This is an optimization exercise on Yosys and OpenROAD, whose aim is small area and a short achievable clock period, not a production implementation.
No run shown here included a check of the RTL's function; only the layout flow was run.

==> flow/design.v (outline; a module is shown in full before it is edited, if it fits) <==
// module matrix_multiplication: 8475 lines
// module mm_fa: 4 lines
// module mm_bpp: 3 lines
// module mm_add32: 3 lines
module matrix_multiplication (
    input clk,
    input reset,
    input start,
    input [127:0] A,
    input [127:0] B,
    output reg [127:0] C,
    output reg done
);
  // ...
==> flow/flow/run.sh <==
#!/bin/bash
# Standard synthesis, then a drive-strength pass on the netlist, then the
# standard layout steps with small port buffers.
set -euo pipefail
HERE=$(pwd)
R=$HERE/orfs/results/sky130hd/matrix_multiplication/base
EXTRA=()
if [[ -f flow/extra.args ]]; then
  while read -r line; do [[ -n "$line" ]] && EXTRA+=("$line"); done < flow/extra.args
fi
bash standard.sh synth > "$HERE/log_1_synth.txt" 2>&1
cp "$R/1_2_yosys.v" "$HERE/synth_standard.v"
python3 flow/resize.py "$R/1_2_yosys.v" > "$HERE/log_1_resize.txt" 2>&1
rm -f "$R/1_synth.odb" "$R/1_synth.sdc"
bash standard.sh "${EXTRA[@]}" finish > "$HERE/log_2_layout.txt" 2>&1
==> flow/flow/extra.args <==
BUFFER_PORTS_ARGS=-buffer_cell sky130_fd_sc_hd__buf_2
==> flow/flow/resize.py <==
#!/usr/bin/env python3
"""Drive-strength pass on the synthesized netlist: cells that synthesis
picked at a larger drive than their loads need are set to the _1 size.
Only the cell's size changes; its function and pins stay the same."""
import re
import sys

SWAP = {
    'sky130_fd_sc_hd__a22oi_2': 'sky130_fd_sc_hd__a22oi_1',
    'sky130_fd_sc_hd__mux2_2': 'sky130_fd_sc_hd__mux2_1',
}
path = sys.argv[1]
text = open(path).read()
counts = {}


def sub(m):
    counts[m.group(1)] = counts.get(m.group(1), 0) + 1
    return SWAP[m.group(1)] + m.group(2)


pat = re.compile(r'\b(' + '|'.join(re.escape(k) for k in SWAP) + r')(\s+[^\s(]+\s*\()')
text = pat.sub(sub, text)
open(path, 'w').write(text)
for k, v in sorted(counts.items()):
    print(f'{k} -> {SWAP[k]}: {v}')
==> flow/standard.sh <==
#!/bin/bash
# synth_recipe.tcl (not shown) runs the flow's synth.tcl, then flattens the netlist and writes it again
# the make line also repeats each setting of config.mk as NAME=value (left out here)
make -C /OpenROAD-flow-scripts/flow DESIGN_CONFIG=/design/flow/config.mk WORK_HOME=/design/flow/orfs CLKGATE_MAP_FILE= SYNTH_SCRIPT=/design/flow/synth_recipe.tcl "${@:-finish}"
==> flow/config.mk <==
export PLATFORM = sky130hd
export DESIGN_NAME = matrix_multiplication
export DESIGN_NICKNAME = matrix_multiplication
export VERILOG_FILES = /design/flow/design.v
export SDC_FILE = /design/flow/constraint.sdc
export NUM_CORES = 4
export LEC_CHECK = 0
export CAP_MARGIN = 20
export CORE_MARGIN = 2
export CORE_UTILIZATION = 40
export SLEW_MARGIN = 20
export SYNTH_HIERARCHICAL = 1
==> flow/constraint.sdc <==
create_clock -name core_clock -period 11.0 [get_ports {clk}]
set_input_delay 2.2000 -clock core_clock [delete_from_list [all_inputs] [get_ports {clk}]]
set_output_delay 2.2000 -clock core_clock [all_outputs]
set_load 0.01 [all_outputs]
==> summary.txt, run 1 <==
STA
  • Clock skew: 0 ps
  • Hold WS: 476 ps
  • Final Hold Viols: 0
  • Final Slew Violations: 0
  • Final Cycle Share: 0.884

Final layout
  • Fraction of area in multi-input gates: 0.854
  • Final core occ: 0.458
  • Commonest cells after routing, fill and taps aside: 2108 x xnor2_1, 2048 x a22oi_1, 1988 x fa_1
  • Fill count: 20589
  • #MultiIn Comb: 7697

Clock tree
  • Cts hold-fix bufs: 0
  • H-tree levels: 4
  • TritonCTS clock tree: done

Outcome
  • Outcome: finished clean

GRT
  • GRT Total Usage: 0.408
  • Largest net degree at the start of global routing: 65

Drt
  • DR vias: 82456

Yosys
  • Post-Syn Area per Cell: 11.2 sq um

Floorplan
  • Die Y: 474 microns

Placement
  • Pre-CTS setup slack: 810 ps

Setup path
  • Critical path data arrival time: 10160 ps
==> run 2: changes to the inputs <==
==> flow/flow/extra.args (replaced) <==
BUFFER_PORTS_ARGS=-buffer_cell sky130_fd_sc_hd__buf_2
SETUP_SLACK_MARGIN=2
==> run 2 against run 1 <==
  * Sequential share of layout area is 0.068 points lower
  * Critical endpoint unchanged
  * Maximum frequency is 8.4% higher
  * Still clean on timing, DRC and antenna
  * Highest routed layer unchanged
  * Via count is 0.93% higher
==> summary.txt, run 2 <==
STA
  • RSZ-0062 raised after global routing: true
  • Setup violations, final: 0
  • Clock skew: 0 ps (unchanged)
  • Final Cycle Share: 0.816 (-0.0683)
  • Final setup TNS: 0 ps
  • Final worst path period need: 8970 ps
  • Final Slew Violations: 0 (unchanged)
  • Final Hold Viols: 0 (unchanged)
  • Slew HR: 0.281
  • Tightest Pin Transition: 1080 ps
  • Final setup margin: 2030 ps
  • Peak Freq: 0.111 GHz

Drt
  • First-pass detailed-route iteration total: 9
  • Routed Antenna Nets: 0
  • DR vias: 83226 (+0.93%)
  • Routed len/inst: 39.2 microns
  • WL final: 464000 microns
  • DRC Markers: 0
  • Vias per cell: 7.02
  • Iter 0 DRT Violations: 14225

GRT
  • Initial antenna violation count: 77
  • Grt ovf: 0
  • Largest net degree at the start of global routing: 73 (+12%)
  • First-pass GRT wire length: 641000 microns
  • Vias in the first global route: 85390
  • GRT Total Usage: 0.400 (-0.00808)

Floorplan
  • Core area: 220000 sq um
  • Die Y: 474 microns (unchanged)
  • Die Span X: 474 microns
  • Initial Utilization: 0.402
  • Full die area: 224000 sq um
  • I/O pin count: 388
  • Row count: 172

Setup path
  • R2R cell count: 1
  • Crit Path Category: in2reg
  • Slowest-stage cell, CP: buf_2
  • Most Frequent Cell on Critical Path: fa_1
  • Worst-path maximum fanout: 21
  • Worst path cell trace: buf_2 -> buf_12 -> a22oi_1 -> xnor2_1 -> fa_1 -> fa_1 -> fa_1 -> fa_1 -> fa_1 -> fa_1 -> fa_1 -> fa_1 -> fa_1 -> ha_1 -> a21o_1 -> a21o_1 -> a21oi_2 -> inv_1 -> o31ai_1 -> o311ai_0 -> mux2_1
  • Critical path data arrival time: 9430 ps (-730 ps)
  • Worst Path Required: 11460 ps
  • Critical Path Source Type: input pin
  • Delay of the slowest critical-path stage: 750 ps
  • Setup crit end kind: flip-flop

Yosys
  • Synth Instances: 7850
  • Synth warn: 7
  • Synthesized area: 88200 sq um
  • Post-Syn Area per Cell: 11.2 sq um (unchanged)

Clock tree
  • TritonCTS buffer count: 17
  • CTS root buffer: clkbuf_16
  • TritonCTS clock tree: done
  • H-tree levels: 4 (unchanged)
  • CTS Buffer Depth: 2
  • Cts hold-fix bufs: 0 (unchanged)
  • Clock Latency Late Sink: 570 ps
  • Clk slew on worst S/H paths: 60 ps
  • Sink Count: 129

Final layout
  • Nets: 11289
  • Commonest cells after routing, fill and taps aside: 2103 x xnor2_1, 2047 x a22oi_1, 1982 x fa_1
  • Most flops, register: C
  • Area of the multi-input gates: 86200 sq um
  • Largest regs: C: 128 flops, done: 1 flops
  • Fill count: 20374 (-1.0%)
  • FF+latch area: 3230 sq um
  • Area Growth Syn to Fin: 16.5%
  • Layout cell share with drive strength beyond 1: 0.141
  • Max FFs per register: 128
  • Non-Filler Instances: 11848
  • Commonest non-fill, non-tap cell in the layout: xnor2_1
  • Final instance area: 103000 sq um

Placement
  • Routability cong.: 1.04
  • Detailed-placement wirelength estimate: 332000 microns
  • Pre-CTS setup slack: 285 ps (-526 ps)
  • Port bufs: 387
  • Dpl cells: 11621
  • Dpl cell area: 99400 sq um

Job
  • Max Cap Viol: 0

Outcome
  • Outcome: finished clean

Worst hold path
  • Worst hold stages: 1
  • HP Class: reg2reg
## run 2: area by class of cell
type,instances,area share
multi-input combinational,7698,0.839
timing repair buffer,1051,0.0871
tap,2871,0.0349
sequential,129,0.0314
clock buffer,20,0.00444
clock inverter,11,0.00134
antenna,47,0.00114
inverter,21,0.000816
## run 2: repair_timing
action / in CTS / in global routing
buffers inserted: 83 / 49
pin swaps: 39 / 42
endpoints found under the setup margin: 28 / 23
cloned: 4 / 13
gates resized for setup: 79 / 156
## run 2: worst max-delay path, delay by kind of cell
family          cells  cell delay, ps
buf+inv             3            1130
compound gates      6            1100
xor+xnor            1             220
mux                 1             310
fa+ha+maj          10            4420
## run 2: per-stage QoR
step | utilization | hold WS [ps]
after floorplan | - | 509
after global placement | 0.453 | 444
after detailed placement | 0.453 | 455
after CTS | 0.462 | 479
after global routing | 0.468 | 495
final | 0.468 | 475
## run 2: routing by layer
layer / share of wire / vias up / GRT usage
li1: - / 30847 / -
met4: 0.088 / 50 / 0.290
met2: 0.41 / 7774 / 0.566
met5: 0.0015 / - / 0.00108
met3: 0.15 / 2121 / 0.153
met1: 0.35 / 42434 / 0.496
## run 2: path summary, 6_finish.rpt
kind | startpoint | slack (ps) | to
max in group asynchronous | reset | 7920 | C[77]$_DFFE_PP0P_
max reg2reg | C[0]$_DFFE_PP0P_ | 10100 | C[0]$_DFFE_PP0P_
min reg2reg | C[20]$_DFFE_PP0P_ | 480 | C[20]$_DFFE_PP0P_
min | C[20]$_DFFE_PP0P_ | 480 | C[20]$_DFFE_PP0P_
max | A[45] | 2030 | C[63]$_DFFE_PP0P_
min in group asynchronous | reset | 1710 | C[5]$_DFFE_PP0P_

[static timing again, ports no longer ideal]
No port has a modelled driver above. Below, the same layouts with a new extraction and two added sets of constraints. Step 1 (the two cells are an assumption about what drives the block):
set clk [get_ports {clk}]
set_driving_cell -lib_cell sky130_fd_sc_hd__clkbuf_16 $clk
set_driving_cell -lib_cell sky130_fd_sc_hd__buf_2 [delete_from_list [all_inputs] $clk]
Step 2, shift: input delay + t, output delay - t, t = (earliest + latest rising clock arrival at the registers) / 2. This alone moves slack from input paths to output paths. Three values: ideal, step 1, step 2; two values: the first two.
| run | t (ns) | setup slack, ns | worst setup path after step 2 | pins driven straight from the clock port |
|---|---|---|---|---|
| run 1 | 0.663 | 1.277 / 1.343 / 0.681 | input to register | 1 |
| run 2 | 0.655 | 2.029 / 1.840 / 1.184 | input to register | 1 |
After both steps setup and hold are still met in every run listed. For run 2, which loses most, drivers alone change the setup slack by -0.189 ns; drivers and shift together by -0.845 ns.
